Source: an optimization exercise on an open RTL-to-GDS flow (aim: small area and a short achievable clock period). Production flows keep margins and buffers that such runs may drop. In this exercise RTL edits were held to simulation tests only and were not proved equivalent to the original. Power is estimated from default activity; no workload was simulated.

==> flow/design.v (outline; a module is shown in full before it is edited, if it fits) <==
// module alu: 1080 lines
module alu # ( parameter WIDTH = 16, CMD_WIDTH = 4 ) (
	input clk, rst,
	input CE,
	input CIN,
	input mode,
	input [1:0] INP_INVALID,
	input [ CMD_WIDTH-1 :0] CMD,
	input [ WIDTH-1 :0] opa,
	input [ WIDTH-1 :0] opb,
	output reg ERR, OFLOW, g , l, e, cout,
	output reg [ 2 * WIDTH :0] RES
);
  // ...
==> flow/flow/run.sh <==
#!/bin/bash
# The standard layout (the standard.sh, all of its steps), except that the
# port buffers that buffer_ports inserts at placement are sky130_fd_sc_hd__buf_1
# instead of the delay cell it picks by default.  Every input and output port
# still gets its own buffer.  The make output is kept in standard.log.
bash standard.sh BUFFER_PORTS_ARGS="-buffer_cell sky130_fd_sc_hd__buf_1" finish > standard.log 2>&1
==> flow/standard.sh <==
#!/bin/bash
# synth_recipe.tcl (not shown) runs the flow's synth.tcl, then flattens the netlist and writes it again
# the make line also repeats each setting of config.mk as NAME=value (left out here)
make -C /OpenROAD-flow-scripts/flow DESIGN_CONFIG=/design/flow/config.mk WORK_HOME=/design/flow/orfs CLKGATE_MAP_FILE= SYNTH_SCRIPT=/design/flow/synth_recipe.tcl "${@:-finish}"
==> flow/config.mk <==
export PLATFORM = sky130hd
export DESIGN_NAME = alu
export DESIGN_NICKNAME = alu
export VERILOG_FILES = /design/flow/design.v
export SDC_FILE = /design/flow/constraint.sdc
export NUM_CORES = 4
export LEC_CHECK = 0
export ABC_AREA = 1
export CAP_MARGIN = 20
export CORE_MARGIN = 2
export CORE_UTILIZATION = 40
export GPL_TIMING_DRIVEN = 0
export SLEW_MARGIN = 20
==> flow/constraint.sdc <==
create_clock -name core_clock -period 9.0 [get_ports {clk}]
set_input_delay 1.8000 -clock core_clock [delete_from_list [all_inputs] [get_ports {clk}]]
set_output_delay 1.8000 -clock core_clock [all_outputs]
set_load 0.01 [all_outputs]
==> flow_summary.toml, run 1 <==
[layout]
layout_commonest_cell = "nand2_1"
layout.nonclk_buf_share_pct = 4.63
mostFrequentLayoutCells = "nand2_1 (367), inv_1 (364), nor2_1 (255), fa_1 (245), nand3_1 (81)"
seqCellArea_sq_um = 976
nClkBuffers = 5

[cts]
cts-htree-levels = 2
clock_latency_ns = 0.29

[placement]
dpl.cell_count = 2332
place_congestion = 0.925

[critical_path]
worstPathRequired_ns = 9.18
path_delay_family = "adder cells"
path_buf_inv = 7
reg2reg_slack_ns = 8.25

[outcome]
run_status = "timing/DRC/antenna clean"

[route]
viasPerCell = 5.37
wl_met2_mm = 21.8
drt_wl_total_mm = 46.7

[timing]
setup_violations = 0
fin_setup_tns_ns = 0
fin_crit_sh_pct = 97.5

[yosys]
muxShareOfSynthArea_pct = 0
synth.net_count = 2166
ys_ff_latch = 39
synth_compound_gate_area_share_pct = 9.76
synth_edf_count = 0

[pwr]
p_comb_mw = 0.349

[floorplanning]
fp.dieH_um = 187

[grt]
antenna_found_initial = 0
==> run 2: changes to the inputs <==
--- a/flow/design.v
+++ b/flow/design.v
@@ -1038,27 +1038,23 @@
   assign p[25] = pp0[25] ^ g659;
   assign p[26] = pp0[26] ^ g661;
   assign p[27] = pp0[27] ^ g663;
   assign p[28] = pp0[28] ^ g665;
   assign p[29] = pp0[29] ^ g667;
   assign p[30] = pp0[30] ^ g669;
   assign p[31] = pp0[31] ^ g671;
   assign p[32] = pp0[32] ^ g673;
-    wire [15:0] zt = {r1[14:0] | r2[14:0], cin};
-    wire z = &(~(r1 ^ r2 ^ zt));
+    wire z = ~|p[15:0];
     wire t00 = op_nand | op_nor | op_xnor | op_nota | op_notb;
     wire t01 = op_nand | op_or  | op_xor  | op_nota;
     wire t10 = op_nand | op_or  | op_xor  | op_notb;
     wire t11 = op_and  | op_or  | op_xnor;
-    wire [15:0] lut;
-    genvar gi;
-    generate for (gi = 0; gi < 16; gi = gi + 1) begin : g_lut
-        assign lut[gi] = a[gi] ? (b[gi] ? t11 : t10) : (b[gi] ? t01 : t00);
-    end endgenerate
+    wire [15:0] lut = ({16{t00}} & ~a & ~b) | ({16{t01}} & ~a & b) |
+                      ({16{t10}} & a & ~b) | ({16{t11}} & a & b);
     wire sel_p  = op_addt | op_mul;
     wire sel_lo = sel_p | op_rol | op_ror | op_shla;
     wire sel_hi = op_rol | op_ror | op_shra;
     wire [15:0] res_lo = ({16{sel_lo}} & p[15:0]) | ({16{sel_hi}} & p[31:16]) | lut |
                          ({16{op_shlb}} & {b[14:0], 1'b0}) | ({16{op_shrb}} & {1'b0, b[15:1]});
     wire [32:0] res_n = {{17{sel_p}} & p[32:16], res_lo};
     wire op_fl   = op_cmp | op_sig;
     wire cout_n  = op_addt & p[16];
==> flow/flow/run.sh (replaced) <==
#!/bin/bash
# The standard layout (the standard.sh, all of its steps), with one change
# to synthesis: Yosys's synth command is run with -noabc as well, so its quick
# generic ABC pass does not rewrite the full adders before extract_fa maps them
# (that pass leaves an inverter between most pairs of adder cells).  The rest
# of the synthesis script is synth_recipe.tcl unchanged (-nofsm -noshare,
# flatten, renames), and ORFS's own ABC mapping still runs afterwards.
set -euo pipefail
{
  echo 'proc synth {args} { yosys synth -nofsm -noshare -noabc {*}$args }'
  tail -n +2 synth_recipe.tcl
} > synth_noabc.tcl
head -1 synth_recipe.tcl > synth_noabc.orig_first_line.txt
bash standard.sh SYNTH_SCRIPT="$PWD/synth_noabc.tcl" finish > standard.log 2>&1
==> flow_summary.toml, run 2 <==
[grt]
grt_use_total_pct = 28.5
antenna_found_initial = 0
grt_first_pass_wirelength_mm = 67.9
grt_max_degree = 30
grt_pass1_vias = 11800
grt-ovfl-total = 0

[route]
drtAntennaViolNets = 0
drt_wl_total_mm = 43.8
drt_first_pass_iters = 5
drc = 0
viasPerCell = 5.63
routedWlPerCell_um = 21.5
drtIter0Drc = 1019
vias = 11500

[timing]
hold_viol = 0
tightest_slew_ns = 0.906
finClkSkew_ns = 0
fin_crit_sh_pct = 97.4
fmax_mhz = 114
hold_ws_ns = 0.474
setup_violations = 0
worst_slack_ns = 0.233
min_period_ns = 8.77
drv_slew = 0
slew_headroom_pct = 39.6

[yosys]
synth.net_count = 1880
yosysTopAreaCell = "fa_1"
async_flop_share_pct = 100
synth_commonest_cells = "nor2_1 (365), nand2_1 (295), fa_1 (246)"
synth_ff_type = "dfrtp_1"
ys_ff_latch = 39
syn_inst = 1543
yosys-top-cells-area = "fa_1 (41%), nor2_1 (11%), nand2_1 (9.1%)"
ys_types = 50
syn_area_per_cell_sq_um = 7.87
synth_seq_area_share_pct = 8.03
ys.warnings.count = 1
syn-cell-area_sq_um = 12200
synth.most_common_cell = "nor2_1"
yosysTopAreaCellShare_pct = 40.5
synth_edf_count = 0

[critical_path]
cp-start-kind = "input pin"
crit_top_cell = "fa_1"
worstPathRequired_ns = 9.22
cp-end-kind = "register"
path_class = "in -> reg"
cpMaxStageDelayCell = "fa_1"
r2r-end = "RES[0]"
worstPathMaxFanout = 10
arrival_ns = 8.98
r2r.worst_path.cells = 3
reg2reg_slack_ns = 8.23
r2r_start = "RES[0]"
max_stage_delay_ns = 0.56

[cts]
clockRootBuffer = "clkbuf_16"
clock_latency_ns = 0.27
clk_pin_slew_ns = 0.06
numCtsBuffers = 5
cts-htree-levels = 2
cts_tree = "yes"
clock-sinks = 39
clk_path_buf_depth = 2

[floorplanning]
fp.dieH_um = 178
ioPinCount = 82
num_rows = 63
die_area_sq_um = 31800
die-width_um = 178
coreArea_sq_um = 29800
start_util_pct = 40.8

[min_path]
hold_class = "reg -> reg"
min_from = "g"
hold_end = "g"
whs_path_depth = 2

[placement]
place_congestion = 0.993
pre_cts_ws_ns = -0.721
io_buffers = 76
dp_hpwl_mm = 35.7

[layout]
top_register = "RES"
nNetsFinal = 1979
syn_to_final_growth_pct = 14.6
mostFrequentLayoutCells = "nor2_1 (363), nand2_1 (289), fa_1 (245), inv_1 (135), nand3_1 (100)"
layout_commonest_cell = "nor2_1"
layout-drive-gt1-share_pct = 9.98
nFillCells = 2958
final_util_pct = 46.7
largest_register_ffs = 33
antenna_cells = 0

[outcome]
run_status = "timing/DRC/antenna clean"

[pwr]
peakVddDrop_v = 0.0000970
power.share.sequential_pct = 25.5
comb_power_share_pct = 47.7
total_power_mw = 0.757
leakagePower_nw = 7.54
p_sw_share_pct = 41.4
power_density_nw_per_um2 = 54.4
clkPwrFrac_pct = 26.8
switching_power_mw = 0.314
intPower_mw = 0.444

[job]
drv_cap = 0
==> run 2: cell count changes in the layout (fill, tap and decap cells not counted), sizes merged, moves of 24 or more <==
cell           previous run  this run
nor2                    265       379
nand2                   391       301
buf                     110        65
clkdlybuf4s50             0        73
ha                       72        48
inv                     392       148
==> run 2: cell type report <==
| type | count | area, sq um | area share (%) |
|---|---|---|---|
| inverter | 149 | 563 | 4.04 |
| clock buffer | 5 | 125 | 0.898 |
| sequential | 39 | 976 | 7.01 |
| tap | 390 | 488 | 3.50 |
| buffer | 56 | 367 | 2.63 |
| multi-input combinational | 1297 | 10400 | 74.9 |
| timing repair buffer | 94 | 936 | 6.72 |
| clock inverter | 3 | 43.8 | 0.314 |
==> run 2: worst max-delay path: cells and delay by family <==
family                   cells  cell delay [ns]
AND/OR/NAND/NOR             13             1.50
buffers and inverters        7             1.65
adder cells (fa/ha/maj)      8             3.62
AO/OA/AOI/OAI                1             0.39
==> run 2: kinds of logic (layout without fill, tap and decap cells) <==
family / count (synthesis) / after routing / synth area share, %
adder cells (fa/ha/maj): 294 / 294 / 45.5
flip-flops: 39 / 39 / 8.03
buffers and inverters: 207 / 307 / 7.30
XOR/XNOR: 18 / 18 / 1.30
AO/OA/AOI/OAI: 174 / 174 / 9.91
AND/OR/NAND/NOR: 811 / 811 / 28.0
==> run 2: power groups by stage <==
stage	registers [mW]	clock network (mW)	logic (mW)
finish	0.193	0.203	0.361
global route	0.194	0.215	0.392
CTS	0.194	0.204	0.352
detailed placement	0.197	0	0.347
global placement	0.197	0	0.344
floorplan	0.199	0	0.196
==> run 2: metal layers <==
layer / GRT usage (%) / share of wire (%)
met5: 0 / 0
met4: 10.4 / 4.2
met3: 5.86 / 8.5
met2: 46.8 / 48
met1: 37.4 / 39
==> run 2: through the flow <==
stage,cells,instance area [sq um],setup TNS [ns]
floorplan,1543,12200,0
global placement,2009,13400,-56.52
detailed placement,2011,13500,-10.00
CTS,2023,13700,0
global route,2033,13900,-0.0144
finish,2033,13900,0
==> run 2: worst max path at each step <==
| stage | from | end | slack, ns | cells past startpoint |
|---|---|---|---|---|
| 2_1_floorplan | INP_INVALID[0] | RES[10] | 0.09 | 28 |
| 3_3_place_gp | CMD[2] | RES[11] | -2.06 | 31 |
| 3_5_place_dp | CMD[1] | RES[1] | -0.72 | 30 |
| 4_1_cts | CMD[1] | RES[1] | 0.0008 | 30 |
| 5_1_grt | CMD[1] | RES[1] | -0.01 | 31 |
| 6_report | CMD[1] | e | 0.23 | 29 |
==> run 2: timing repair <==
item,in CTS,in global routing
pin swaps,2,8
endpoints found under the setup margin,19,26
gates resized for setup,14,32
buffers inserted,4,12
hold buffers,0,0
gates cloned,0,0
==> run 3: changes to the inputs <==
==> flow/flow/run.sh (replaced) <==
#!/bin/bash
# The standard layout (the standard.sh, all of its steps), with two changes:
#  - synthesis: Yosys's synth command also gets -noabc, so its quick generic
#    ABC pass does not rewrite the full adders before extract_fa maps them (that
#    pass leaves an inverter between most pairs of adder cells).  The rest of
#    the synthesis script is synth_recipe.tcl unchanged (-nofsm -noshare,
#    flatten, renames), and ORFS's own ABC mapping still runs afterwards.
#  - placement: buffer_ports uses sky130_fd_sc_hd__buf_1 for the port buffers
#    instead of the delay cell it picks by default; every input and output port
#    still gets its own buffer.
# The make output is kept in standard.log.
set -euo pipefail
{
  echo 'proc synth {args} { yosys synth -nofsm -noshare -noabc {*}$args }'
  tail -n +2 synth_recipe.tcl
} > synth_noabc.tcl
bash standard.sh SYNTH_SCRIPT="$PWD/synth_noabc.tcl" \
  BUFFER_PORTS_ARGS="-buffer_cell sky130_fd_sc_hd__buf_1" finish > standard.log 2>&1
--- a/flow/config.mk
+++ b/flow/config.mk
@@ -10,3 +10,4 @@
 export CORE_MARGIN = 2
-export CORE_UTILIZATION = 40
+export CORE_UTILIZATION = 55
+export CTS_BUF_LIST = sky130_fd_sc_hd__clkbuf_4 sky130_fd_sc_hd__clkbuf_8
 export GPL_TIMING_DRIVEN = 0
==> flow_summary.toml, run 3 <==
[timing]
setup_violations = 0
finClkSkew_ns = 0
hold_viol = 0
tightest_slew_ns = 0.887
min_period_ns = 8.70
worst_slack_ns = 0.304
drv_slew = 0
fmax_mhz = 115
slew_headroom_pct = 40.5
fin_crit_sh_pct = 96.6

[floorplanning]
start_util_pct = 55.8
fp.dieH_um = 153
die_area_sq_um = 23300
coreArea_sq_um = 21800
num_rows = 54
ioPinCount = 82
die-width_um = 153

[route]
drtAntennaViolNets = 0
drc = 0
viasPerCell = 5.93
drt_first_pass_iters = 6
drtIter0Drc = 1006
vias = 11400
drt_wl_total_mm = 42.3
routedWlPerCell_um = 22.1

[critical_path]
path_class = "in -> reg"
worstPathMaxFanout = 10
cp-end-kind = "register"
cp-start-kind = "input pin"
worstPathRequired_ns = 9.19
arrival_ns = 8.88

[layout]
mostFrequentLayoutCells = "nor2_1 (365), nand2_1 (293), fa_1 (246), inv_1 (135), nand3_1 (100)"
nNetsFinal = 1974
syn_to_final_growth_pct = 8.10
layout_commonest_cell = "nor2_1"
antenna_cells = 0
final_area_sq_um = 13100
top_register = "RES"
largest_register_ffs = 33
layout-drive-gt1-share_pct = 8.85

[grt]
grt_first_pass_wirelength_mm = 67.0
antenna_found_initial = 1
grt_use_total_pct = 37.5
grt_pass1_vias = 11800
grt-ovfl-total = 0
grt_max_degree = 23

[placement]
dp_hpwl_mm = 34.7
pre_cts_ws_ns = -0.292
io_buffers = 76
placed_cell_area_sq_um = 12900
place_congestion = 1.02

[outcome]
run_status = "timing/DRC/antenna clean"

[cts]
cts-htree-levels = 2
postCtsHoldBufs = 0
clk_pin_slew_ns = 0.07
clk_path_buf_depth = 2
clock_latency_ns = 0.29
clock-sinks = 39
numCtsBuffers = 5
clockRootBuffer = "clkbuf_8"
cts_tree = "yes"

[yosys]
syn_inst = 1543
syn_area_per_cell_sq_um = 7.87
synth_commonest_cells = "nor2_1 (365), nand2_1 (295), fa_1 (246)"
syn-cell-area_sq_um = 12200
yosys-top-cells-area = "fa_1 (41%), nor2_1 (11%), nand2_1 (9.1%)"
synth.net_count = 1880
synth_ff_type = "dfrtp_1"
synth.most_common_cell = "nor2_1"
ys.warnings.count = 1
async_flop_share_pct = 100
synth_seq_area_share_pct = 8.03
yosysTopAreaCell = "fa_1"
ys_ff_latch = 39
yosysTopAreaCellShare_pct = 40.5
ys_types = 50
synth_edf_count = 0

[pwr]
intPower_mw = 0.399
p_sw_share_pct = 43.1
power_density_nw_per_um2 = 53.3
leakagePower_nw = 7.26
power.share.sequential_pct = 27.6
clkPwrFrac_pct = 25.1
switching_power_mw = 0.302
comb_power_share_pct = 47.4
peakVddDrop_v = 0.0000960

[job]
drv_cap = 0

[min_path]
hold_class = "reg -> reg"
[run 3: worst max-delay path, cell delays in order]
cell	delay, ns
buf_1	0.29
inv_1	0.14
clkbuf_1	0.27
nand4_1	0.19
o22ai_1	0.16
a21oi_4	0.33
clkbuf_4	0.33
nor2_1	0.09
fa_1	0.56
fa_1	0.44
fa_1	0.52
fa_1	0.41
fa_1	0.54
fa_1	0.42
ha_1	0.37
a21oi_1	0.15
o21ai_0	0.10
a21oi_1	0.15
nand2_2	0.12
buf_4	0.20
fa_1	0.39
xor2_1	0.19
nand2_1	0.16
nand3_1	0.11
a21oi_1	0.12
nand3_1	0.13
o21ai_1	0.11
inv_1	0.06
[run 3: timing repair]
item,in CTS,in global routing
gates resized for setup,0,19
setup endpoints to repair,0,24
setup buffers,0,9
[run 3: path summary, 6_finish.rpt]
check	slack, ns	end	cells after the start	from
min	0.48	g	2	g
min reg2reg	0.48	g	2	g
min in group asynchronous	1.47	RES[16]	2	rst
max	0.30	RES[1]	28	opb[0]
max in group asynchronous	7.09	RES[27]	3	rst
max reg2reg	8.27	RES[0]	3	RES[0]
[run 3: area by class of cell]
| cell class | count | area, sq um |
|---|---|---|
| plain buffers | 58 | 355 |
| clock buffers | 5 | 68.8 |
| clock inverters | 3 | 67.6 |
| fillers | 2100 | 8620 |
| inverters | 149 | 563 |
| multi-input cells | 1297 | 10300 |
| flip-flops and latches | 39 | 976 |
| well taps | 280 | 350 |
| repair buffers | 87 | 420 |
[run 3: metrics by stage]
stage / TNS, ns / hold WS, ns / util (%) / instances / total power [mW]
floorplan: 0 / 0.508 / - / 1543 / 0.395
global placement: -38.36 / 0.462 / 58.8 / 1899 / 0.511
detailed placement: -0.839 / 0.463 / 59.1 / 1901 / 0.517
CTS: 0 / 0.484 / 59.7 / 1909 / 0.692
global route: -0.00434 / 0.514 / 60.4 / 1918 / 0.741
finish: 0 / 0.477 / 60.4 / 1918 / 0.700
[run 3: cell families after synthesis]
group	Yosys count	synth area share, %
fa+ha+maj	294	45.5
buf+inv	207	7.30
xor+xnor	18	1.30
compound gates	174	9.91
simple gates	811	28.0
flops	39	8.03
[run 3: metal layers]
metal  GRT usage (%)  wire, um
met1            49.2     16200
met2            62.7     20500
met3            6.11      3540
met4            14.6      2100
met5               0        13
[run 3: power by group through the flow]
stage                     sequential, mW  combinational [mW]  clock (mW)
final                              0.193               0.332       0.176
after global placement             0.196               0.315           0
after CTS                          0.193               0.322       0.177
after global routing               0.194               0.363       0.184
after detailed placement           0.196               0.320           0
after floorplan                    0.199               0.196           0
==> run 4: changes to the inputs <==
--- a/flow/config.mk
+++ b/flow/config.mk
@@ -10,5 +10,5 @@
 export CORE_MARGIN = 2
-export CORE_UTILIZATION = 55
-export CTS_BUF_LIST = sky130_fd_sc_hd__clkbuf_4 sky130_fd_sc_hd__clkbuf_8
+export CORE_UTILIZATION = 40
 export GPL_TIMING_DRIVEN = 0
+export SETUP_SLACK_MARGIN = 0.5
 export SLEW_MARGIN = 20
==> flow_summary.toml, run 4 <==
[outcome]
run_status = "timing/DRC/antenna clean"

[placement]
dp_hpwl_mm = 35.5
pre_cts_ws_ns = -0.351
io_buffers = 76
placed_cell_area_sq_um = 13000
place_congestion = 0.989

[grt]
grt_max_degree = 30
grt_pass1_vias = 11500
grt_first_pass_wirelength_mm = 66.4
grt-ovfl-total = 0
grt_use_total_pct = 27.9
antenna_found_initial = 0

[cts]
clock-sinks = 39
cts-htree-levels = 2
clock_latency_ns = 0.28
numCtsBuffers = 5
clk_path_buf_depth = 2
postCtsHoldBufs = 0
clockRootBuffer = "clkbuf_16"
cts_tree = "yes"
clk_pin_slew_ns = 0.06

[yosys]
yosysTopAreaCellShare_pct = 40.5
synth_seq_area_share_pct = 8.03
syn_inst = 1543
synth.most_common_cell = "nor2_1"
synth_commonest_cells = "nor2_1 (365), nand2_1 (295), fa_1 (246)"
synth_ff_type = "dfrtp_1"
ys_ff_latch = 39
ys_types = 50
synth_edf_count = 0
yosys-top-cells-area = "fa_1 (41%), nor2_1 (11%), nand2_1 (9.1%)"
syn-cell-area_sq_um = 12200
async_flop_share_pct = 100
synth.net_count = 1880
yosysTopAreaCell = "fa_1"
ys.warnings.count = 1
syn_area_per_cell_sq_um = 7.87

[min_path]
hold_class = "reg -> reg"

[timing]
fin_crit_sh_pct = 92.0
hold_viol = 0
setup_violations = 0
tightest_slew_ns = 0.726
worst_slack_ns = 0.721
fmax_mhz = 121
slew_headroom_pct = 51.4
drv_slew = 0
finClkSkew_ns = 0
rsz0062_at_grt = "false"
min_period_ns = 8.28

[layout]
antenna_cells = 0
layout_commonest_cell = "nor2_1"
final_util_pct = 46.5
nNetsFinal = 2003
largest_register_ffs = 33
layout-drive-gt1-share_pct = 12.4
top_register = "RES"
seqCellArea_sq_um = 976
final_area_sq_um = 13900
multi_input_area_sq_um = 10500
mostFrequentLayoutCells = "nor2_1 (361), nand2_1 (290), fa_1 (242), inv_1 (131), nand3_1 (100)"
nFillCells = 3018
syn_to_final_growth_pct = 14.1

[route]
routedWlPerCell_um = 21.4
drt_wl_total_mm = 44.0
drt_first_pass_iters = 6
vias = 11600
drc = 0
drtAntennaViolNets = 0
drtIter0Drc = 1258
viasPerCell = 5.66

[floorplanning]
fp.dieH_um = 178
start_util_pct = 40.8
coreArea_sq_um = 29800
num_rows = 63
die_area_sq_um = 31800
ioPinCount = 82
die-width_um = 178

[pwr]
comb_power_share_pct = 45.5
power.share.sequential_pct = 24.9
intPower_mw = 0.456
leakagePower_nw = 7.53
p_sw_share_pct = 41.1
power_density_nw_per_um2 = 55.9
peakVddDrop_v = 0.0000990
clkPwrFrac_pct = 29.6
switching_power_mw = 0.319

[critical_path]
cp-start-kind = "input pin"
path_class = "in -> reg"
max_stage_delay_ns = 0.64
arrival_ns = 8.45
cpMaxStageDelayCell = "fa_2"
worstPathRequired_ns = 9.17
cp-end-kind = "register"
worstPathMaxFanout = 10

[job]
drv_cap = 0
[run 4: stage by stage]
step / TNS (ns) / power, mW / instances / hold WS [ns]
floorplan: 0 / 0.395 / 1543 / 0.508
global placement: -16.01 / 0.517 / 2009 / 0.461
detailed placement: -1.47 / 0.522 / 2011 / 0.468
CTS: 0 / 0.751 / 2022 / 0.484
global route: 0 / 0.812 / 2057 / 0.501
finish: 0 / 0.775 / 2057 / 0.476
[run 4: critical path, delay by kind of cell]
kind	cells	cell delay, ns
fa+ha+maj	8	3.58
buf+inv	6	0.76
compound gates	5	0.57
simple gates	12	1.53
xor+xnor	1	0.18
[run 4: area by class of cell]
class                   instances  area share [%]
multi-input cells            1298            76.1
flip-flops and latches         39            7.04
repair buffers                115            4.76
inverters                     149            4.13
well taps                     390            3.52
plain buffers                  58            3.11
clock buffers                   6           0.930
clock inverters                 2           0.433
[run 4: cell families (layout without fill, tap and decap cells)]
family,count (synthesis),in the layout,share of synthesized area (%)
and+or+nand+nor,811,812,28.0
buffers and inverters,207,330,7.30
DFF,39,39,8.03
AOI/OAI and AO/OA,174,174,9.91
adders and majority gates,294,294,45.5
xor gates and xnor gates,18,18,1.30
[run 4: worst paths after layout]
path	startpoint	endpoint	slack (ns)	cells past startpoint
min reg2reg	RES[26]	RES[26]	0.48	2
max in group asynchronous	rst	RES[11]	7.13	3
max reg2reg	RES[0]	RES[0]	8.28	3
min	RES[26]	RES[26]	0.48	2
max	CMD[0]	RES[1]	0.72	32
min in group asynchronous	rst	RES[23]	1.43	2
[run 4: repair_timing]
action	in CTS	in global routing
resized for setup	14	84
cloned	0	1
pin swaps	2	15
setup buffers	3	34
endpoints found under the setup margin	22	29
[run 4: layer usage]
layer | up-vias | global-route usage (%) | share of wire (%)
met5 | - | 0 | 0
met4 | 0 | 8.94 | 4.8
met3 | 125 | 3.64 | 8.1
met2 | 594 | 46.7 | 47
met1 | 5779 | 37.7 | 40
li1 | 5146 | - | -
[run 4: power by group through the flow]
stage	Sequential, mW	Clock [mW]	Combinational, mW
3_3_place_gp	0.196	0	0.321
6_report	0.193	0.229	0.352
3_5_place_dp	0.196	0	0.325
4_1_cts	0.193	0.229	0.329
5_1_grt	0.194	0.238	0.380
2_1_floorplan	0.199	0	0.196
==> run 5: changes to the inputs <==
--- a/flow/config.mk
+++ b/flow/config.mk
@@ -12,3 +12,2 @@
 export GPL_TIMING_DRIVEN = 0
-export SETUP_SLACK_MARGIN = 0.5
 export SLEW_MARGIN = 20
==> flow_summary.toml, run 5 <==
[outcome]
run_status = "timing/DRC/antenna clean"

[pwr]
power.share.sequential_pct = 26.3
p_sw_share_pct = 42.4
comb_power_share_pct = 45.1
leakagePower_nw = 7.25
switching_power_mw = 0.312
intPower_mw = 0.424
clkPwrFrac_pct = 28.6
peakVddDrop_v = 0.0000984
total_power_mw = 0.736
power_density_nw_per_um2 = 55.6

[timing]
fmax_mhz = 115
finClkSkew_ns = 0
min_period_ns = 8.71
tightest_slew_ns = 0.971
hold_viol = 0
drv_slew = 0
setup_violations = 0
fin_crit_sh_pct = 96.8
rsz0062_at_grt = "false"
slew_headroom_pct = 34.8

[critical_path]
reg2reg_slack_ns = 8.23
worstPathRequired_ns = 9.17
cpMaxStageDelayCell = "fa_1"
crit_top_cell = "fa_1"
cp_num_cells = 31
path_delay_family = "adder cells"
r2r_start = "RES[0]"
cp-end-kind = "register"
cp-endpoint = "RES[1]"
path_class = "in -> reg"
max_stage_delay_ns = 0.55
arrival_ns = 8.88
cp-start-kind = "input pin"
crit_start = "CMD[1]"
path_buf_inv = 7
worstPathMaxFanout = 10
r2r-end = "RES[0]"
r2r.worst_path.cells = 3

[route]
drtAntennaViolNets = 0
vias = 11400
drt_first_pass_iters = 6
viasPerCell = 5.63
drtIter0Drc = 1047
routedWlPerCell_um = 21.5
drt_wl_total_mm = 43.6
drc = 0

[cts]
clock_latency_ns = 0.28
clk_pin_slew_ns = 0.06
numCtsBuffers = 5
cts_tree = "yes"
clockRootBuffer = "clkbuf_16"
cts-htree-levels = 2
clock-sinks = 39
clk_path_buf_depth = 2

[layout]
layout_commonest_cell = "nor2_1"
antenna_cells = 0
largest_register_ffs = 33
nFillCells = 3060
nNetsFinal = 1968
seqCellArea_sq_um = 976
layout-drive-gt1-share_pct = 8.70
multi_input_area_sq_um = 10300
top_register = "RES"
syn_to_final_growth_pct = 9.04
final_area_sq_um = 13200
mostFrequentLayoutCells = "nor2_1 (363), nand2_1 (293), fa_1 (246), inv_1 (135), nand3_1 (100)"

[grt]
grt_use_total_pct = 28.1
grt_first_pass_wirelength_mm = 66.8
grt_pass1_vias = 11700
grt_max_degree = 30
antenna_found_initial = 1
grt-ovfl-total = 0

[yosys]
yosysTopAreaCell = "fa_1"
ys_ff_latch = 39
async_flop_share_pct = 100
synth_seq_area_share_pct = 8.03
yosysTopAreaCellShare_pct = 40.5
yosys-top-cells-area = "fa_1 (41%), nor2_1 (11%), nand2_1 (9.1%)"
synth_commonest_cells = "nor2_1 (365), nand2_1 (295), fa_1 (246)"
syn_inst = 1543
synthSimpleGateAreaFrac_pct = 28.0
ys.warnings.count = 1
synth_ff_type = "dfrtp_1"
muxShareOfSynthArea_pct = 0
ys_types = 50
synth_top_family_by_area = "adder cells"
synth-adder-area-share_pct = 45.5
synth.net_count = 1880
synth.most_common_cell = "nor2_1"
synth_compound_gate_area_share_pct = 9.91
syn-cell-area_sq_um = 12200
syn_area_per_cell_sq_um = 7.87
synth_edf_count = 0
synth_xor_area_share_pct = 1.30

[floorplanning]
num_rows = 63
coreArea_sq_um = 29800
fp.dieH_um = 178
start_util_pct = 40.8
ioPinCount = 82
die_area_sq_um = 31800
die-width_um = 178

[placement]
io_buffers = 76
placed_cell_area_sq_um = 13000
place_congestion = 0.990
dp_hpwl_mm = 35.7

[min_path]
hold_class = "reg -> reg"

[job]
drv_cap = 0
-- run 5: changes by cell type in the layout (fill, tap and decap cells not counted), sizes merged --
cell	before	now
buf	156	126
bufinv	2	1
clkbuf	23	19
clkinv	1	2
clkinvlp	1	0
inv	147	148
nor2	380	379
-- run 5: stage by stage --
| stage | instances | utilization, % | setup slack (ns) | hold WS [ns] | setup TNS, ns |
|---|---|---|---|---|---|
| after floorplan | 1543 | - | 0.0946 | 0.508 | 0 |
| after CTS | 2021 | 44.2 | 0.0555 | 0.483 | 0 |
| after global placement | 2009 | 43.4 | -1.69 | 0.465 | -42.21 |
| after detailed placement | 2011 | 43.6 | -0.435 | 0.467 | -1.48 |
| final | 2022 | 44.5 | 0.292 | 0.478 | 0 |
| after global routing | 2022 | 44.5 | 0.0112 | 0.505 | 0 |
-- run 5: worst min-delay path by stage --
stage | start | end | slack, ns | cells past startpoint
6_report | RES[30] | RES[30] | 0.48 | 2
5_1_grt | RES[30] | RES[30] | 0.51 | 2
4_1_cts | RES[30] | RES[30] | 0.48 | 2
3_5_place_dp | RES[30] | RES[30] | 0.47 | 2
3_3_place_gp | RES[1] | RES[1] | 0.46 | 2
2_1_floorplan | RES[1] | RES[1] | 0.51 | 2
-- run 5: cell type report --
cell class / instances / area share [%]
inverters: 149 / 4.25
flip-flops and latches: 39 / 7.37
multi-input cells: 1297 / 78.0
well taps: 390 / 3.68
repair buffers: 81 / 2.70
clock buffers: 6 / 1.05
clock inverters: 2 / 0.264
plain buffers: 58 / 2.65
-- run 5: cell families (layout without fill, tap and decap cells) --
group	count (synthesis)	after routing
and+or+nand+nor	811	811
adders and majority gates	294	294
buffers and inverters	207	296
AOI/OAI and AO/OA	174	174
DFF	39	39
xor gates and xnor gates	18	18
-- run 5: worst reg2reg max path: stages (launching register included) --
cell	delay [ns]
dfrtp_1	0.41
nor2_1	0.09
o21bai_1	0.11
inv_1	0.06
-- run 5: power groups by stage --
| stage | Clock, mW | Combinational, mW | Sequential, mW |
|---|---|---|---|
| after global routing | 0.220 | 0.361 | 0.194 |
| after global placement | 0 | 0.319 | 0.196 |
| final | 0.210 | 0.332 | 0.194 |
| after CTS | 0.210 | 0.326 | 0.194 |
| after floorplan | 0 | 0.196 | 0.199 |
| after detailed placement | 0 | 0.324 | 0.197 |
-- run 5: layer usage --
layer  part of all wire (%)  track usage [%]  wire length [um]  vias to the layer above
li1                       -                -                 -                     5068
met4                    5.7             12.8              2490                        2
met2                     46             45.6             20200                      536
met1                     40             36.2             17200                     5650
met3                    8.3             5.80              3600                      123
met5                  0.025                0                11                        -
-- run 5: repair_timing --
action	4_1_cts	5_1_grt
hold endpoints to repair	0	0
setup endpoints to repair	1	7
hold buffers	0	0
setup buffers	2	1
pin swaps	1	2
gates resized for setup	4	15
==> run 6: changes to the inputs <==
--- a/flow/config.mk
+++ b/flow/config.mk
@@ -11,3 +11,2 @@
 export CORE_UTILIZATION = 40
-export GPL_TIMING_DRIVEN = 0
 export SLEW_MARGIN = 20
==> flow_summary.toml, run 6 <==
[outcome]
run_status = "timing/DRC/antenna clean"

[pwr]
leakagePower_nw = 7.20
total_power_mw = 0.721
peakVddDrop_v = 0.0000920
power_density_nw_per_um2 = 55.0

[route]
drtIter0Drc = 960
routedWlPerCell_um = 20.5
drc = 0
drt_wl_total_mm = 41.2
drt_first_pass_iters = 6
viasPerCell = 5.61
vias = 11300
drtAntennaViolNets = 0

[yosys]
async_flop_share_pct = 100
ys_types = 50
syn-cell-area_sq_um = 12200
yosys-top-cells-area = "fa_1 (41%), nor2_1 (11%), nand2_1 (9.1%)"
yosysTopAreaCell = "fa_1"
synth_edf_count = 0
synth_seq_area_share_pct = 8.03
synth.most_common_cell = "nor2_1"
yosysTopAreaCellShare_pct = 40.5
ys.warnings.count = 1
syn_area_per_cell_sq_um = 7.87
synth_commonest_cells = "nor2_1 (365), nand2_1 (295), fa_1 (246)"
syn_inst = 1543
synth.net_count = 1880
synth_ff_type = "dfrtp_1"
ys_ff_latch = 39

[layout]
top_register = "RES"
fin_cells = 2008
multi_input_area_sq_um = 10300
layout-drive-gt1-share_pct = 7.73
syn_to_final_growth_pct = 8.05
seqCellArea_sq_um = 976
nNetsFinal = 1953
layout_commonest_cell = "nor2_1"
mostFrequentLayoutCells = "nor2_1 (365), nand2_1 (295), fa_1 (246), inv_1 (136), nand3_1 (100)"
largest_register_ffs = 33
nFillCells = 3085

[critical_path]
cp-start-kind = "input pin"
r2r.worst_path.cells = 1
arrival_ns = 8.55
cp-end-kind = "register"
worstPathRequired_ns = 9.22
path_class = "in -> reg"
reg2reg_slack_ns = 8.20
crit_start = "INP_INVALID[0]"
r2r-end = "RES[17]"
worstPathMaxFanout = 15
r2r_start = "RES[17]"

[grt]
grt_max_degree = 40
grt_first_pass_wirelength_mm = 65.1
use_met3_pct = 4.31
grtUsageMet1_pct = 35.2
grt_pass1_vias = 11800
gr-usage-met2_pct = 44.8
grt-ovfl-total = 0
antenna_found_initial = 0
busiest_layer = "met2"
grt_use_total_pct = 27.0

[cts]
clk_path_buf_depth = 2
postCtsHoldBufs = 0
clk_pin_slew_ns = 0.06
postCtsResizedCells = 0
cts_tree = "yes"
post_cts_buffers = 0
clockRootBuffer = "clkbuf_16"
cts-htree-levels = 2
numCtsBuffers = 5
clock-sinks = 39
clock_latency_ns = 0.29

[placement]
place_congestion = 0.971
dp_hpwl_mm = 32.8
io_buffers = 81
dpl.cell_count = 1999

[timing]
finClkSkew_ns = 0
min_period_ns = 8.32
slew_headroom_pct = 25.0
fmax_mhz = 120
rsz0062_at_grt = "false"
hold_viol = 0
drv_slew = 0
tightest_slew_ns = 1.13
fin_crit_sh_pct = 92.5
fin_setup_tns_ns = 0
setup_violations = 0

[job]
drv_cap = 0

[floorplanning]
fp.dieH_um = 178
die-width_um = 178
coreArea_sq_um = 29800
start_util_pct = 40.8
ioPinCount = 82
num_rows = 63
die_area_sq_um = 31800

[min_path]
min_from = "e"
hold_class = "reg -> reg"
hold_end = "e"
whs_path_depth = 2
-- run 6: cell count changes in the layout (fill, tap and decap cells not counted), sizes merged --
cell / delta
clkbuf: -14
buf: -2
clkinv: +1
diode: +1
-- run 6: how the worst max path moves through the flow --
stage,cells past startpoint,endpoint,slack (ns)
4_1_cts,30,RES[10],0.66
3_5_place_dp,28,RES[10],0.40
3_3_place_gp,29,RES[10],0.51
5_1_grt,29,RES[14],0.17
6_report,28,RES[10],0.68
2_1_floorplan,28,RES[10],0.09
-- run 6: cells by family (layout without fill, tap and decap cells) --
family / Yosys count / in the layout / synth area share [%]
AO/OA/AOI/OAI: 174 / 174 / 9.91
other: 0 / 1 / 0
adder cells (fa/ha/maj): 294 / 294 / 45.5
AND/OR/NAND/NOR: 811 / 811 / 28.0
XOR/XNOR: 18 / 18 / 1.30
flip-flops: 39 / 39 / 8.03
buffers and inverters: 207 / 281 / 7.30
-- run 6: layout make-up --
type                    instances  area share (%)
diodes                          1          0.0191
clock buffers                   5           0.953
clock inverters                 3           0.334
inverters                     149            4.29
multi-input cells            1297            78.4
well taps                     390            3.72
repair buffers                124            4.87
flip-flops and latches         39            7.43
-- run 6: through the flow --
stage | hold slack, ns | worst slack [ns] | util, % | cell area [sq um]
after CTS | 0.481 | 0.663 | 44.1 | 13100
after detailed placement | 0.464 | 0.403 | 43.5 | 13000
after global routing | 0.512 | 0.165 | 44.1 | 13100
final | 0.478 | 0.675 | 44.1 | 13100
after global placement | 0.466 | 0.512 | 43.5 | 13000
after floorplan | 0.508 | 0.0946 | - | 12200
-- run 6: routing by layer --
metal	wire, um	up-vias
met5	0	-
met4	1910	0
met3	3050	123
met2	19700	469
met1	16600	5628
li1	-	5038
-- run 6: critical path, cell delays in order --
cell and delay (ns):
buf_1 0.33, nand3_4 0.21, inv_1 0.12, nand2_1 0.15, nand2_1 0.18, nor3_4 0.05, inv_2 0.09, nand2_1 0.06
xor2_1 0.30, inv_1 0.09, ha_1 0.21, o21ai_2 0.37, buf_4 0.39, fa_1 0.48, fa_1 0.56, fa_1 0.45
fa_1 0.54, fa_1 0.41, ha_1 0.34, a21oi_1 0.14, nand2_1 0.14, nand2_1 0.08, nand2_1 0.20, a21boi_0 0.30
nand3_1 0.11, nand2_1 0.15, nand2_1 0.09, a21oi_1 0.16
-- run 6: where the power goes --
group | internal [mW] | switching, mW
sequential | 0.186 | 0.00745
combinational | 0.0961 | 0.222
clock | 0.131 | 0.0796
total | 0.413 | 0.309
==> run 7: changes to the inputs <==
--- a/flow/config.mk
+++ b/flow/config.mk
@@ -11,2 +11,3 @@
 export CORE_UTILIZATION = 40
+export SETUP_SLACK_MARGIN = 0.8
 export SLEW_MARGIN = 20
==> flow_summary.toml, run 7 <==
[layout]
layout-drive-gt1-share_pct = 10.9
layout_commonest_cell = "nor2_1"
multi_input_area_sq_um = 10500
largest_register_ffs = 33
mostFrequentLayoutCells = "nor2_1 (362), nand2_1 (287), fa_1 (241), inv_1 (134), nand3_1 (100)"
syn_to_final_growth_pct = 11.0
antenna_cells = 0
nFillCells = 3068
seqCellArea_sq_um = 976
top_register = "RES"
nNetsFinal = 1971

[placement]
place_congestion = 0.989
dp_hpwl_mm = 33.1
io_buffers = 81

[timing]
fin_crit_sh_pct = 87.8
drv_slew = 0
setup_violations = 0
finClkSkew_ns = 0
slew_headroom_pct = 25.8
rsz0062_at_grt = "false"
fmax_mhz = 127
fin_setup_tns_ns = 0
min_period_ns = 7.90
hold_viol = 0
tightest_slew_ns = 1.11

[critical_path]
cp-start-kind = "input pin"
worstPathRequired_ns = 9.17
path_buf_inv = 6
arrival_ns = 8.07
path_class = "in -> reg"
cpMaxStageDelayCell = "fa_1"
max_stage_delay_ns = 0.55
crit_top_cell = "fa_1"
worstPathMaxFanout = 6
path_delay_family = "adder cells"
cp-end-kind = "register"

[yosys]
syn_area_per_cell_sq_um = 7.87
synth_edf_count = 0
synth_ff_type = "dfrtp_1"
synth.most_common_cell = "nor2_1"
yosysTopAreaCellShare_pct = 40.5
async_flop_share_pct = 100
synth.net_count = 1880
ys.warnings.count = 1
yosys-top-cells-area = "fa_1 (41%), nor2_1 (11%), nand2_1 (9.1%)"
synth_seq_area_share_pct = 8.03
yosysTopAreaCell = "fa_1"
synth_commonest_cells = "nor2_1 (365), nand2_1 (295), fa_1 (246)"
syn-cell-area_sq_um = 12200
ys_types = 50
ys_ff_latch = 39
syn_inst = 1543

[floorplanning]
die_area_sq_um = 31800
ioPinCount = 82
num_rows = 63
die-width_um = 178
start_util_pct = 40.8
fp.dieH_um = 178
coreArea_sq_um = 29800

[cts]
clock-sinks = 39
postCtsHoldBufs = 0
clockRootBuffer = "clkbuf_16"
cts-htree-levels = 2
clock_latency_ns = 0.28
cts_tree = "yes"
clk_pin_slew_ns = 0.06
clk_path_buf_depth = 2
numCtsBuffers = 5

[min_path]
hold_class = "reg -> reg"

[pwr]
comb_power_share_pct = 45.3
power.share.sequential_pct = 26.5
total_power_mw = 0.731
clkPwrFrac_pct = 28.2
peakVddDrop_v = 0.0000708
power_density_nw_per_um2 = 54.2
intPower_mw = 0.420
switching_power_mw = 0.312
leakagePower_nw = 7.33
p_sw_share_pct = 42.6

[grt]
grt_max_degree = 40
grt_first_pass_wirelength_mm = 64.8
grt_use_total_pct = 26.8
antenna_found_initial = 0
grt-ovfl-total = 0
grt_pass1_vias = 11500

[outcome]
run_status = "timing/DRC/antenna clean"

[route]
drt_first_pass_iters = 6
drc = 0
vias = 11400
drt_wl_total_mm = 41.9
drtAntennaViolNets = 0
drtIter0Drc = 1122
routedWlPerCell_um = 20.7
viasPerCell = 5.62

[job]
drv_cap = 0
==> run 7: worst paths after layout <==
| path | from | to | slack (ns) | cells past startpoint |
|---|---|---|---|---|
| worst max-delay path | CMD[1] | RES[1] | 1.10 | 30 |
| worst min-delay path | RES[30] | RES[30] | 0.47 | 2 |
| worst max register to register | RES[17] | RES[17] | 8.25 | 1 |
| worst min register to register | RES[30] | RES[30] | 0.47 | 2 |
| max in group asynchronous | rst | RES[0] | 7.03 | 3 |
| min in group asynchronous | rst | RES[30] | 1.61 | 3 |
==> run 7: cell type report <==
cell class	instances	share of cell area, %
tap	390	3.62
timing repair buffer	142	6.08
multi-input combinational	1297	77.6
clock inverter	3	0.325
sequential	39	7.24
clock buffer	5	0.928
inverter	149	4.20
==> run 7: logic make-up after synthesis <==
group / share of synthesized area (%)
AO/OA/AOI/OAI: 9.91
adder cells (fa/ha/maj): 45.5
buffers and inverters: 7.30
XOR/XNOR: 1.30
AND/OR/NAND/NOR: 28.0
flip-flops: 8.03
==> run 7: power by group through the flow <==
stage	Combinational, mW	Clock, mW	Sequential, mW
after floorplan	0.196	0	0.199
after global placement	0.313	0	0.197
after detailed placement	0.314	0	0.197
after CTS	0.316	0.207	0.194
after global routing	0.360	0.213	0.195
final	0.331	0.206	0.194
==> run 7: what timing repair did <==
item	in CTS	in global routing
buffers inserted	0	16
pin swaps	0	9
endpoints found under the setup margin	2	28
resized for setup	1	55
==> run 7: metrics by stage <==
step / instances / utilization, % / cell area [sq um] / worst slack, ns / hold WS (ns)
6_report: 2025 / 45.3 / 13500 / 1.10 / 0.475
5_1_grt: 2025 / 45.3 / 13500 / 0.714 / 0.501
4_1_cts: 2008 / 44.1 / 13100 / 0.823 / 0.480
3_5_place_dp: 2000 / 43.5 / 13000 / 0.481 / 0.464
3_3_place_gp: 2000 / 43.5 / 13000 / 0.606 / 0.462
2_1_floorplan: 1543 / - / 12200 / 0.936 / 0.508
==> run 7: layer usage <==
layer	track usage (%)	up-vias	wire (um)
met1	35.7	5721	17400
met3	2.81	110	2500
met4	8.43	0	1550
met2	46.0	477	20400
li1	-	5067	-
met5	0	-	0
==> run 8: changes to the inputs <==
==> flow/flow/run.sh (replaced) <==
#!/bin/bash
# The standard layout (the standard.sh, all of its steps), with these changes:
#  - synthesis: Yosys's synth command also gets -noabc, so its quick generic
#    ABC pass does not rewrite the full adders before extract_fa maps them (that
#    pass leaves an inverter between most pairs of adder cells); and ORFS's
#    technology-mapping ABC call runs flow/abc_map.script instead of
#    abc_area.script (same mapping, without ABC's own buffering).  Everything
#    else in the synthesis is ORFS's synth.tcl and synth_recipe.tcl unchanged
#    (-nofsm -noshare, flatten, renames).
#  - placement: buffer_ports uses sky130_fd_sc_hd__buf_1 for the port buffers
#    instead of the delay cell it picks by default; every input and output port
#    still gets its own buffer.
# The make output is kept in standard.log.
set -euo pipefail
here="$PWD"
grep -q 'log_cmd abc {\*}\$abc_args' "$FLOW_HOME/scripts/synth.tcl"
sed "s|log_cmd abc {\*}\$abc_args|log_cmd abc -script $here/flow/abc_map.script {*}[lrange \$abc_args 2 end]|" \
  "$FLOW_HOME/scripts/synth.tcl" > synth_body.tcl
{
  echo 'proc synth {args} { yosys synth -nofsm -noshare -noabc {*}$args }'
  echo "source $here/synth_body.tcl"
  tail -n +3 synth_recipe.tcl
} > synth_own.tcl
bash standard.sh SYNTH_SCRIPT="$here/synth_own.tcl" \
  BUFFER_PORTS_ARGS="-buffer_cell sky130_fd_sc_hd__buf_1" finish > standard.log 2>&1
==> flow/flow/abc_map.script (new file) <==
strash
dch
map
topo
stime -c
upsize -c
dnsize -c
--- a/flow/config.mk
+++ b/flow/config.mk
@@ -11,3 +11,3 @@
 export CORE_UTILIZATION = 40
-export SETUP_SLACK_MARGIN = 0.8
+export GPL_TIMING_DRIVEN = 0
 export SLEW_MARGIN = 20
==> flow_summary.toml, run 8 <==
[outcome]
run_status = "timing/DRC/antenna clean"

[route]
drtIter0Drc = 1234
vias = 11600
viasPerCell = 6.19
drc = 0
drt_first_pass_iters = 5
drtAntennaViolNets = 0
drt_wl_total_mm = 45.7
routedWlPerCell_um = 24.3

[layout]
fin_cells = 1878
final_area_sq_um = 13700
largest_register_ffs = 33
final_util_pct = 47.8
nFillCells = 2831
mostFrequentLayoutCells = "nor2_1 (316), fa_1 (245), nand2_1 (148), nand3_1 (85)"
layout-drive-gt1-share_pct = 11.9
antenna_cells = 0
syn_to_final_growth_pct = 17.4
nNetsFinal = 1830
top_register = "RES"
layout_commonest_cell = "nor2_1"

[pwr]
leakagePower_nw = 6.59
clkPwrFrac_pct = 29.9
comb_power_share_pct = 45.0
power_density_nw_per_um2 = 55.9
p_sw_share_pct = 43.3
intPower_mw = 0.435
power.share.sequential_pct = 25.0
switching_power_mw = 0.332
peakVddDrop_v = 0.0000736
total_power_mw = 0.766

[floorplanning]
fp.dieH_um = 175
die-width_um = 175
coreArea_sq_um = 28700
die_area_sq_um = 30600
ioPinCount = 82
start_util_pct = 40.7
num_rows = 62

[yosys]
async_flop_share_pct = 100
syn-cell-area_sq_um = 11700
synth.net_count = 1671
syn_area_per_cell_sq_um = 8.75
syn_inst = 1334
synth_edf_count = 0
synth.most_common_cell = "nor2_1"
ys.warnings.count = 1
ys_ff_latch = 39
yosysTopAreaCell = "fa_1"
yosys-top-cells-area = "fa_1 (42%), nor2_1 (10%), dfrtp_1 (8.4%)"
ys_types = 54
synth_seq_area_share_pct = 8.36
synth_ff_type = "dfrtp_1"
synth_commonest_cells = "nor2_1 (322), fa_1 (246), nand2_1 (151)"
yosysTopAreaCellShare_pct = 42.2

[cts]
clockRootBuffer = "clkbuf_16"
clock_latency_ns = 0.30
clk_pin_slew_ns = 0.07
cts_tree = "yes"
clk_path_buf_depth = 2
cts-htree-levels = 2
postCtsHoldBufs = 0
clock-sinks = 39
numCtsBuffers = 5

[timing]
min_period_ns = 8.73
slew_headroom_pct = 31.8
finClkSkew_ns = 0
drv_slew = 0
fin_crit_sh_pct = 97.0
hold_viol = 0
fin_setup_tns_ns = 0
worst_slack_ns = 0.267
tightest_slew_ns = 1.02
setup_violations = 0
hold_ws_ns = 0.491
rsz0062_at_grt = "true"
fmax_mhz = 115

[critical_path]
cp-start-kind = "input pin"
r2r.worst_path.cells = 1
cpMaxStageDelayCell = "fa_1"
path_buf_inv = 3
arrival_ns = 8.92
max_stage_delay_ns = 0.57
worstPathMaxFanout = 10
r2r_start = "RES[18]"
path_class = "in -> reg"
reg2reg_slack_ns = 8.23
r2r-end = "RES[18]"
cp-end-kind = "register"
crit_top_cell = "fa_1"
path_delay_family = "adder cells"
worstPathRequired_ns = 9.19

[min_path]
whs_path_depth = 1
hold_end = "RES[30]"
min_from = "RES[30]"
hold_class = "reg -> reg"

[grt]
grt_max_degree = 33
grt_use_total_pct = 30.6
grt-ovfl-total = 0
grt_first_pass_wirelength_mm = 71.1
antenna_found_initial = 1
grt_pass1_vias = 11900

[job]
drv_cap = 0

[placement]
place_congestion = 0.937
pre_cts_ws_ns = -1.84
dpl.cell_count = 1813
placed_cell_area_sq_um = 12800
dp_hpwl_mm = 33.6
io_buffers = 81
run 8: worst max-delay path by stage:
stage	startpoint	depth (start not counted)	endpoint	slack, ns
6_report	CMD[3]	26	RES[26]	0.27
5_1_grt	CMD[3]	26	RES[13]	-0.08
4_1_cts	CMD[3]	26	RES[26]	0.01
3_5_place_dp	CMD[2]	23	RES[26]	-1.84
3_3_place_gp	CMD[2]	23	RES[26]	-2.18
2_1_floorplan	CMD[2]	23	RES[27]	0.09
run 8: cells by family after synthesis:
family,after synthesis,share of synthesized area (%)
flip-flops,39,8.36
buffers and inverters,87,2.81
adder cells (fa/ha/maj),294,47.3
XOR/XNOR,21,1.58
AO/OA/AOI/OAI,263,16.7
AND/OR/NAND/NOR,630,23.2
run 8: layer usage:
| layer | wire length [um] | GRT usage, % | vias to the layer above |
|---|---|---|---|
| met4 | 1910 | 10.6 | 2 |
| met3 | 4360 | 6.33 | 145 |
| met5 | 13 | 0 | - |
| met1 | 17800 | 40.7 | 5880 |
| met2 | 21500 | 50.0 | 640 |
| li1 | - | - | 4950 |
run 8: power by group through the flow:
stage / logic (mW) / clock network [mW] / registers, mW
2_1_floorplan: 0.180 / 0 / 0.198
3_3_place_gp: 0.299 / 0 / 0.195
3_5_place_dp: 0.304 / 0 / 0.195
4_1_cts: 0.328 / 0.229 / 0.192
5_1_grt: 0.368 / 0.237 / 0.193
6_report: 0.345 / 0.229 / 0.192
run 8: repair_timing:
action | in CTS | in global routing
pin swaps | 16 | 7
setup endpoints to repair | 38 | 24
resized for setup | 23 | 28
buffers inserted | 44 | 12
cloned | 1 | 0
run 8: layout make-up:
type / instances / area (sq um) / area share [%]
repair buffers: 151 / 1030 / 7.54
multi-input cells: 1209 / 10700 / 78.0
flip-flops and latches: 39 / 976 / 7.12
inverters: 87 / 343 / 2.50
clock inverters: 2 / 38.8 / 0.283
well taps: 384 / 480 / 3.50
clock buffers: 6 / 139 / 1.01

## separate check: timing with driven ports
How much do the figures lean on ideal ports? The routed layouts below were timed once more, with nothing changed but the port constraints.
Step 1, drivers: a clkbuf_16 drives clk and a buf_2 each remaining input, both assumed.
Step 2, shift: input delay + t, output delay - t, t = (earliest + latest rising clock arrival at the registers) / 2. This alone moves slack from input paths to output paths.
a / b / c = ideal / step 1 / step 2; a / b = the first two.
run	shift t [ns]	slack for setup (ns)	hold WS [ns]	worst setup path at the end
run 1	0.330	0.227 / 0.245 / -0.085	0.478 / 0.478 / 0.478	input to register
run 2	0.306	0.233 / 0.239 / -0.068	0.474 / 0.474 / 0.474	input to register
run 3	0.324	0.304 / 0.309 / -0.015	0.477 / 0.477 / 0.477	input to register
run 4	0.313	0.721 / 0.733 / 0.420	0.476 / 0.476 / 0.476	input to register
run 5	0.315	0.292 / 0.303 / -0.011	0.478 / 0.478 / 0.478	input to register
run 6	0.321	0.675 / 0.681 / 0.360	0.478 / 0.478 / 0.478	input to register
run 7	0.314	1.102 / 1.111 / 0.798	0.475 / 0.475 / 0.475	input to register
run 8	0.341	0.267 / 0.288 / -0.053	0.491 / 0.491 / 0.491	input to register
With both steps, setup timing fails in 5 of these runs, where it was met with ideal ports. The setup slack of run 8, which loses most, moves by +0.021 ns with the drivers and by -0.320 ns with both steps.
